Context: an optimization exercise on an open-source flow, tuned for small area. The choices shown serve that exercise and are no tape-out recipe. The RTL was checked by simulation tests, not by an equivalence proof against the original design. No driver is modelled on the clock port, so clock power and skew are understated where the tree is cut down; a real chip needs a root buffer or a tree. Power is estimated from default activity; no workload was simulated.

== run A ==
==> flow/design.v (excerpt) <==
module knightrider(
    input clk,
    input rst,
    input [1:0] mode,
    output [7:0] led
    );
Size: roughly 12 I/O pins, roughly 0.0054 mm^2 of cells after synthesis.
clock: 10.0 ns
lec_check: 0
cap_margin: 10
core_margin: 2
core_utilization: 75
slew_margin: 10
standard.sh (not shown) runs the stock make flow with config.mk's settings and CLKGATE_MAP_FILE= SYNTH_SCRIPT=/design/flow/synth_recipe.tcl, a recipe that flattens the netlist after the stock synthesis.
==> flow/flow/run.sh <==
#!/bin/bash
# The standard layout (standard.sh) with these changes:
#  - synthesis maps with an area-oriented abc script and no adder cells
#  - port buffers are buf_1
#  - the clock tree is rebuilt after CTS as a root inverter and eight leaf
#    inverters, one per cluster of flip-flops (flow/mytree.tcl)
set -euo pipefail
here=$(pwd)
export AREA_ABC_SCRIPT=$here/flow/area.abc
export ADDER_MAP_FILE=
export BUFFER_PORTS_ARGS="-buffer_cell sky130_fd_sc_hd__buf_1"
export CTS_ARGS="-sink_clustering_enable -repair_clock_nets -dont_use_dummy_load -buf_list sky130_fd_sc_hd__clkbuf_8"
export MYTREE_TCL=$here/flow/mytree.tcl
export POST_CTS_TCL=$here/flow/post_cts.tcl
sed "s#SYNTH_SCRIPT=[^ ]*#SYNTH_SCRIPT=$here/flow/synth.tcl#" standard.sh > flow_standard.sh
bash flow_standard.sh > flow.log 2>&1
==> flow/flow/post_cts.tcl <==
# Runs at the end of ORFS's CTS step (POST_CTS_TCL): rebuild the clock tree
# as a root inverter driving eight leaf inverters, one per cluster of
# flip-flops; the two inversions cancel.
source $::env(MYTREE_TCL)
mytree_build 8 sky130_fd_sc_hd__inv_8 sky130_fd_sc_hd__inv_6
detailed_placement
check_placement -verbose
estimate_parasitics -placement
report_clock_skew
Other scripts of this flow, unchanged in this note and not shown: flow/flow/area.abc, flow/flow/mytree.tcl, flow/flow/synth.tcl
In summary, run A completed successfully, with a layout that passed the timing, design-rule and antenna checks.
Edits applied to the flow inputs when going from run A to run B:
- SLEW_MARGIN changed from 10 to 20
- CORE_UTILIZATION changed from 75 to 60
- CAP_MARGIN changed from 10 to 20
--- outcome ---
The maximum clock frequency of run B is higher than that of run A.
Row minimum clock period after layout: run B lower / run A higher
Going from run A to run B, met1 wire length went up; first-iteration DRC count went up.
#### Input delta (run C over run B)
- swapping 60 for 75 in CORE_UTILIZATION
- swapping 20 for 10 in CAP_MARGIN
- swapping 20 for 10 in SLEW_MARGIN
-- flow/flow/run.sh --
<<< run B, line 4
#  - port buffers are buf_1
#  - the clock tree is rebuilt after CTS as a root inverter and eight leaf
#    inverters, one per cluster of flip-flops (flow/mytree.tcl)
>>> run C, line 4
#  - port buffers are buf_1
#  - the clock tree is rebuilt after CTS as a root inverter and seven leaf
#    inverters, one per cluster of flip-flops (flow/mytree.tcl)
==> flow/flow/post_cts.tcl <==
# Runs at the end of ORFS's CTS step (POST_CTS_TCL): rebuild the clock tree
# as a root inverter driving seven leaf inverters, one per cluster of
# flip-flops; the two inversions cancel.
source $::env(MYTREE_TCL)
mytree_build 7 sky130_fd_sc_hd__inv_8 sky130_fd_sc_hd__inv_6
detailed_placement
check_placement -verbose
estimate_parasitics -placement
report_clock_skew
### Flow results
- Having completed the whole flow, run C delivered a layout that passed the timing, design-rule and antenna checks.
- Pre-CTS setup slack: run C worse than run B
- Run C vs run B on first-pass iteration count of the detailed router: run C is the higher one.
- Against run B, run C comes in 1.5% lower on cell count.
- | switching power share of the total | run B vs run C | ≈ equal |
- The run showing the smaller minimum clock period is run B.
- Run B → run C: final worst setup slack lower, via count rose by 1.4%.
In every run of this note, the design's own scripts or RTL, not TritonCTS, make the clock network.

---

== v6 ==
Starting RTL as in the previous note.
clock: 10.0 ns
lec_check: 0
cap_margin: 20
core_margin: 2
core_utilization: 60
slew_margin: 20
==> flow/flow/run.sh <==
#!/bin/bash
# The standard layout (standard.sh) with these changes:
#  - synthesis maps with an area-oriented abc script and no adder cells
#  - port buffers are buf_1
#  - the clock tree is rebuilt after CTS as a root buffer and eight leaf
#    buffers, one per cluster of flip-flops (flow/mytree.tcl)
set -euo pipefail
here=$(pwd)
export AREA_ABC_SCRIPT=$here/flow/area.abc
export ADDER_MAP_FILE=
export BUFFER_PORTS_ARGS="-buffer_cell sky130_fd_sc_hd__buf_1"
export CTS_ARGS="-sink_clustering_enable -repair_clock_nets -dont_use_dummy_load -buf_list sky130_fd_sc_hd__clkbuf_8"
export MYTREE_TCL=$here/flow/mytree.tcl
export POST_CTS_TCL=$here/flow/post_cts.tcl
sed "s#SYNTH_SCRIPT=[^ ]*#SYNTH_SCRIPT=$here/flow/synth.tcl#" standard.sh > flow_standard.sh
bash flow_standard.sh > flow.log 2>&1
==> flow/flow/mytree.tcl <==
# Replace the clock tree that CTS built with a two-level tree: one root
# buffer driving one leaf buffer per cluster of flip-flops.
proc mytree_build { nleaf leaf_cell root_cell } {
  set block [ord::get_db_block]
  set db [ord::get_db]
  set leaf_master [$db findMaster $leaf_cell]
  set root_master [$db findMaster $root_cell]
  set clk_port_net [$block findNet clk]
  # flip-flop clock pins
  set sinks {}
  foreach inst [$block getInsts] {
    set m [[$inst getMaster] getName]
    if { [string match "sky130_fd_sc_hd__df*" $m] } {
      set it [$inst findITerm CLK]
      lappend sinks $it
    }
  }
  # remove CTS buffers and their nets
  set old_nets {}
  foreach inst [$block getInsts] {
    set n [$inst getName]
    if { [string match "clkbuf_*" $n] || [string match "clkload*" $n] } {
      foreach it [$inst getITerms] {
        set net [$it getNet]
        if { $net != "NULL" && [$net getName] != "clk" } { lappend old_nets $net }
        $it disconnect
      }
      odb::dbInst_destroy $inst
    }
  }
  foreach it $sinks { $it disconnect }
  foreach net [lsort -unique $old_nets] {
    if { [llength [$net getITerms]] == 0 } { odb::dbNet_destroy $net }
  }
  # k-means on sink locations
  set pts {}
  foreach it $sinks {
    set b [[$it getInst] getBBox]
    lappend pts [list [expr {([$b xMin] + [$b xMax]) / 2}] [expr {([$b yMin] + [$b yMax]) / 2}]]
  }
  set n [llength $pts]
  set sorted [lsort -integer -index 0 $pts]
  set cents {}
  for {set k 0} {$k < $nleaf} {incr k} {
    lappend cents [lindex $sorted [expr {int(($k + 0.5) * $n / $nleaf)}]]
  }
  for {set iter 0} {$iter < 50} {incr iter} {
    set assign {}
    foreach p $pts {
      set best 0; set bd 1e30
      for {set k 0} {$k < $nleaf} {incr k} {
        set c [lindex $cents $k]
        set d [expr {abs([lindex $p 0] - [lindex $c 0]) + abs([lindex $p 1] - [lindex $c 1])}]
        if { $d < $bd } { set bd $d; set best $k }
      }
      lappend assign $best
    }
    set newc {}
    for {set k 0} {$k < $nleaf} {incr k} {
      set sx 0; set sy 0; set cnt 0
      foreach p $pts a $assign { if { $a == $k } { incr cnt; set sx [expr {$sx + [lindex $p 0]}]; set sy [expr {$sy + [lindex $p 1]}] } }
      if { $cnt > 0 } { lappend newc [list [expr {$sx / $cnt}] [expr {$sy / $cnt}]] } else { lappend newc [lindex $cents $k] }
    }
    set cents $newc
  }
  # root buffer at the centroid of the leaves
  set rx 0; set ry 0
  foreach c $cents { set rx [expr {$rx + [lindex $c 0]}]; set ry [expr {$ry + [lindex $c 1]}] }
  set rx [expr {$rx / $nleaf}]; set ry [expr {$ry / $nleaf}]
  set root [odb::dbInst_create $block $root_master clkbuf_root]
  $root setLocation $rx $ry
  $root setPlacementStatus PLACED
  [$root findITerm A] connect $clk_port_net
  set rootnet [odb::dbNet_create $block clknet_root]
  $rootnet setSigType CLOCK
  [$root findITerm X] connect $rootnet
  for {set k 0} {$k < $nleaf} {incr k} {
    set c [lindex $cents $k]
    set leaf [odb::dbInst_create $block $leaf_master clkbuf_leaf_$k]
    $leaf setLocation [lindex $c 0] [lindex $c 1]
    $leaf setPlacementStatus PLACED
    [$leaf findITerm A] connect $rootnet
    set lnet [odb::dbNet_create $block clknet_leaf_$k]
    $lnet setSigType CLOCK
    [$leaf findITerm X] connect $lnet
    set cnt 0
    foreach it $sinks a $assign { if { $a == $k } { $it connect $lnet; incr cnt } }
    puts "mytree: leaf $k at $c drives $cnt flip-flops"
  }
  $clk_port_net setSigType CLOCK
}
==> flow/flow/post_cts.tcl <==
# Runs at the end of ORFS's CTS step (POST_CTS_TCL): rebuild the clock tree
# as a root buffer driving eight leaf buffers, one per cluster of flip-flops.
source $::env(MYTREE_TCL)
mytree_build 8 sky130_fd_sc_hd__clkbuf_8 sky130_fd_sc_hd__clkbuf_4
detailed_placement
check_placement -verbose
estimate_parasitics -placement
report_clock_skew
Other scripts of this flow, unchanged in this note and not shown: flow/flow/area.abc, flow/flow/synth.tcl
diff inputs: v6 => v7
Settings: changing CAP_MARGIN from 20 to 10; changing SLEW_MARGIN from 20 to 10; changing CORE_UTILIZATION from 60 to 85.
-- flow/flow/run.sh --
<<< v6, line 5
#  - the clock tree is rebuilt after CTS as a root buffer and eight leaf
#    buffers, one per cluster of flip-flops (flow/mytree.tcl)
>>> v7, line 5
#  - the clock tree is rebuilt after CTS as a root inverter and seven leaf
#    inverters, one per cluster of flip-flops (flow/mytree.tcl)
-- flow/flow/mytree.tcl --
<<< v6, line 2
# buffer driving one leaf buffer per cluster of flip-flops.
>>> v7, line 2
# cell driving one leaf cell per cluster of flip-flops (k-means on their
# locations). With inverters for both levels the clock keeps its polarity.
proc mytree_out { inst } {
  foreach it [$inst getITerms] {
    if { [$it isOutputSignal] } { return $it }
  }
  error "mytree: no output on [$inst getName]"
}
<<< v6, line 76
  [$root findITerm X] connect $rootnet
>>> v7, line 83
  [mytree_out $root] connect $rootnet
<<< v6, line 85
    [$leaf findITerm X] connect $lnet
>>> v7, line 92
    [mytree_out $leaf] connect $lnet
-- flow/flow/post_cts.tcl --
<<< v6, line 2
# as a root buffer driving eight leaf buffers, one per cluster of flip-flops.
>>> v7, line 2
# as a root inverter driving seven leaf inverters, one per cluster of
# flip-flops; the two inversions cancel.
<<< v6, line 4
mytree_build 8 sky130_fd_sc_hd__clkbuf_8 sky130_fd_sc_hd__clkbuf_4
>>> v7, line 5
mytree_build 7 sky130_fd_sc_hd__inv_8 sky130_fd_sc_hd__inv_6
Notes after the runs:
Side by side, via count of the first global-routing pass turned out higher in v7 than in v6. The higher global-route track usage on met2 came out of v7. Between v6 and v7, the cell count went down. Diff v6 -> v7: total routing usage reported by global routing higher, detailed placement HPWL higher, worst setup slack higher. Changes observed in v7 relative to v6: total wirelength of the detailed-routed design went up; total met2 wirelength after detailed routing went up; via count normalized by instance count went up; clock-pin transition on the worst setup and hold timing paths went up; total non-filler cell area in the finished layout went down. A class of the most critical setup path of reg2out is what v6 shows, while in2reg belongs to v7.
In every run of this note, the design's own scripts or RTL, not TritonCTS, make the clock network.

---

Setup of exp/cedar:
The RTL this note starts from:
==> flow/design.v <==
`timescale 1ns / 1ps
module pwm( input clk,
            input rst,
            output reg [7:0] hi
    );
    reg [8:0] lo;
    wire lz = ~|lo[7:0];
    wire carry = lo[8] & lz;                   
    wire fb = lo[8] ^ lo[4] ^ lz;
    wire h194 = hi[7] & hi[6] & hi[1] & ~hi[0];
    wire h195 = hi[7] & hi[6] & hi[1] & hi[0];
    always @(posedge clk or posedge rst)
        if (rst) begin
            lo <= 9'd0;
            hi <= 8'd0;
        end else begin
            lo <= {lo[7:0], fb} | ((carry & h194) ? 9'b110110110 : 9'b0);
            if (carry)
                hi <= (hi + 8'd1) & ~(h195 ? 8'b11000100 : 8'b0);
        end
endmodule
`timescale 1ns / 1ps
module knightrider(
    input clk,
    input rst,
    input [1:0] mode,
    output [7:0] led
    );
parameter [20:0] speed=21'd2_097_100;
parameter [14:0] delay1=15'd19_512;
parameter [14:0] delay2=15'd15_512;
parameter [20:0] KRT0 = 21'h001100;
localparam [14:0] DEL0 = 15'h7FFF - delay1;
localparam [14:0] DEL2 = delay2 + DEL0;
reg [20:0] krt_cnt;
reg [14:0] del_cnt;
reg [2:0] pos;        
reg direction;        
reg [63:0] data;
reg [7:0] slow;
wire kr_tick = ~|krt_cnt[19:0];
wire run = ~kr_tick & ~mode[0];
wire kt = kr_tick & ~mode[0];
wire [15:0] dc;
assign dc[0] = run;
genvar k;
generate for (k = 0; k < 15; k = k + 1) begin : dch
    assign dc[k+1] = dc[k] & del_cnt[k];
end endgenerate
wire dt = mode[1] ? dc[15] : (run & (del_cnt == DEL2));
wire [7:0] phi;
pwm pwm_0 (.clk(clk), .rst(rst), .hi(phi));
always @(posedge clk)
    if (rst | kr_tick)
        krt_cnt <= KRT0;
    else
        krt_cnt <= {krt_cnt[19:0], krt_cnt[20] ^ krt_cnt[18]};
always @(posedge clk)
    if (rst | dt)
        del_cnt <= DEL0;
    else
        del_cnt <= del_cnt ^ dc[14:0];
always @(posedge clk)
    if (rst) begin
        pos <= 3'd0;
        direction <= 1'b1;
    end else if (kt) begin
        pos <= direction ? pos + 3'd1 : pos - 3'd1;
        direction <= direction ? (pos != 3'd6) : (pos == 3'd1);
    end
genvar i;
generate for (i = 0; i < 8; i = i + 1) begin : ch
    wire [7:0] d = data[8*i +: 8];
    wire [8:0] z;
    assign z[0] = 1'b1;
    for (k = 0; k < 8; k = k + 1) begin : zc
        assign z[k+1] = z[k] & ~d[k];
    end
    wire nz = ~z[8];
    wire dec = dt & (d[7] | (nz & (slow[i] | mode[1])));
    wire set = kt & (pos == i);
    always @(posedge clk) begin
        data[8*i +: 8] <= {8{~rst}} & ({8{set}} | (d ^ ({8{dec}} & z[7:0])));
        slow[i] <= ~rst & (slow[i] ^ (dt & nz & ~d[7]));
    end
    wire [8:0] c;
    assign c[0] = 1'b0;
    for (k = 0; k < 8; k = k + 1) begin : cmp
        assign c[k+1] = (d[k] & ~phi[k]) | ((d[k] | ~phi[k]) & c[k]);
    end
    assign led[i] = c[8];
end endgenerate
endmodule
export LEC_CHECK = 0
export CAP_MARGIN = 10
export CORE_MARGIN = 2
export CORE_UTILIZATION = 85
export SLEW_MARGIN = 10
create_clock -name core_clock -period 10.0 [get_ports {clk}]
==> flow/flow/run.sh <==
#!/bin/bash
# The standard layout (standard.sh) with these changes:
#  - synthesis maps with an area-oriented abc script and no adder cells
#  - port buffers are buf_1
#  - the clock tree is rebuilt after CTS as a root inverter and seven leaf
#    inverters, one per cluster of flip-flops (flow/mytree.tcl)
set -euo pipefail
here=$(pwd)
export AREA_ABC_SCRIPT=$here/flow/area.abc
export ADDER_MAP_FILE=
export BUFFER_PORTS_ARGS="-buffer_cell sky130_fd_sc_hd__buf_1"
export CTS_ARGS="-sink_clustering_enable -repair_clock_nets -dont_use_dummy_load -buf_list sky130_fd_sc_hd__clkbuf_8"
export MYTREE_TCL=$here/flow/mytree.tcl
export POST_CTS_TCL=$here/flow/post_cts.tcl
sed "s#SYNTH_SCRIPT=[^ ]*#SYNTH_SCRIPT=$here/flow/synth.tcl#" standard.sh > flow_standard.sh
bash flow_standard.sh > flow.log 2>&1
==> flow/flow/area.abc <==
strash
&get -n
&st
&dch -f
&nf -a -R 1000 -p
&st
&syn2
&dch -f
&nf -a -R 1000 -p
&st
&dch -f
&nf -a -R 1000 -p
&put
==> flow/flow/post_cts.tcl <==
# Runs at the end of ORFS's CTS step (POST_CTS_TCL): rebuild the clock tree
# as a root inverter driving seven leaf inverters, one per cluster of
# flip-flops; the two inversions cancel.
source $::env(MYTREE_TCL)
mytree_build 7 sky130_fd_sc_hd__inv_8 sky130_fd_sc_hd__inv_6
detailed_placement
check_placement -verbose
estimate_parasitics -placement
report_clock_skew
Other scripts of this flow, unchanged in this note and not shown: flow/flow/mytree.tcl, flow/flow/synth.tcl
exp/cedar went all the way through the flow, and no timing, DRC or antenna check failed.
For exp/onyx, these inputs were changed with respect to exp/cedar:
diff --git a/flow/flow/run.sh b/flow/flow/run.sh
--- a/flow/flow/run.sh
+++ b/flow/flow/run.sh
@@ -5 +5 @@
-#  - the clock tree is rebuilt after CTS as a root inverter and seven leaf
+#  - the clock tree is rebuilt after CTS as a root inverter and six leaf
==> flow/flow/area.abc <==
strash
&get -n
&st
&dch -f
&nf -a -R 1000
&st
&syn2
&dch -f
&nf -a -R 1000
&st
&dch -f
&nf -a -R 1000
&put
==> flow/flow/post_cts.tcl <==
# Runs at the end of ORFS's CTS step (POST_CTS_TCL): rebuild the clock tree
# as a root inverter driving six leaf inverters, one per cluster of
# flip-flops; the two inversions cancel.
source $::env(MYTREE_TCL)
mytree_build 6 sky130_fd_sc_hd__inv_8 sky130_fd_sc_hd__inv_8
detailed_placement
check_placement -verbose
estimate_parasitics -placement
report_clock_skew
==> run notes <==
- As far as flip-flop and latch power is concerned, exp/cedar and exp/onyx perform about the same.
- Cmp exp/onyx vs exp/cedar: shortest clock period the worst path allows after layout higher in exp/onyx
- Diff exp/cedar -> exp/onyx: multi-input gate area in the final layout has remained practically unchanged; multi-input gate share of the layout cell area has remained practically unchanged; hold slack has decreased; instance count after placement with tap cells included has remained practically unchanged.
- Changes observed in exp/onyx relative to exp/cedar: die footprint held steady; number of register bits inferred by synthesis held steady; met2 wire length held steady.
For exp/yarrow, these inputs were changed with respect to exp/onyx:
diff --git a/flow/flow/run.sh b/flow/flow/run.sh
--- a/flow/flow/run.sh
+++ b/flow/flow/run.sh
@@ -5 +5 @@
-#  - the clock tree is rebuilt after CTS as a root inverter and six leaf
+#  - the clock tree is rebuilt after CTS as a root inverter and seven leaf
==> flow/flow/post_cts.tcl <==
# Runs at the end of ORFS's CTS step (POST_CTS_TCL): rebuild the clock tree
# as a root inverter driving seven leaf inverters, one per cluster of
# flip-flops; the two inversions cancel.
source $::env(MYTREE_TCL)
mytree_build 7 sky130_fd_sc_hd__inv_8 sky130_fd_sc_hd__inv_6
detailed_placement
check_placement -verbose
estimate_parasitics -placement
report_clock_skew
- Between exp/onyx and exp/yarrow, the difference in utilization is negligible.
- Looking at smallest setup slack after layout across both flows, exp/yarrow is the weaker of the two, with exp/onyx ahead.
- Post-detailed-route count of antenna-violating nets came out exactly the same in exp/onyx and exp/yarrow.
- Between exp/yarrow and exp/onyx, the design area does not differ in any meaningful way.
No run of this note takes its clock network from TritonCTS; it comes from the design's own scripts or RTL.

-- separate check: timing with driven ports --
How much do the figures lean on ideal ports? The routed layouts below were timed once more, with nothing changed but the port constraints. Step 1 sets driving cells, clkbuf_16 on the clock port and buf_2 on the other inputs (assumed; they add their load-dependent delay and slew). Step 2 adds t to the input delays and takes it off the output delays; t is the mean of the earliest and latest rising clock arrival at the registers after step 1. Input paths then give back, and output paths get back, about the clock's delay inside the block. Three values: no drivers, after step 1, after step 2; two values: the first two.
run	shift t [ns]	slack for setup (ns)	worst setup path at the end
run A	0.282	4.615 / 4.568 / 4.550	input to register
run B	0.277	4.657 / 4.613 / 4.636	input to register
run C	0.277	4.632 / 4.586 / 4.530	input to register
v6	0.504	4.411 / 4.384 / 4.632	input to register
v7	0.277	4.454 / 4.419 / 4.205	input to register
exp/cedar	0.278	4.514 / 4.468 / 4.314	input to register
exp/onyx	0.240	4.462 / 4.443 / 4.256	input to register
exp/yarrow	0.277	4.454 / 4.419 / 4.205	input to register
After both steps setup and hold are still met in every run listed.
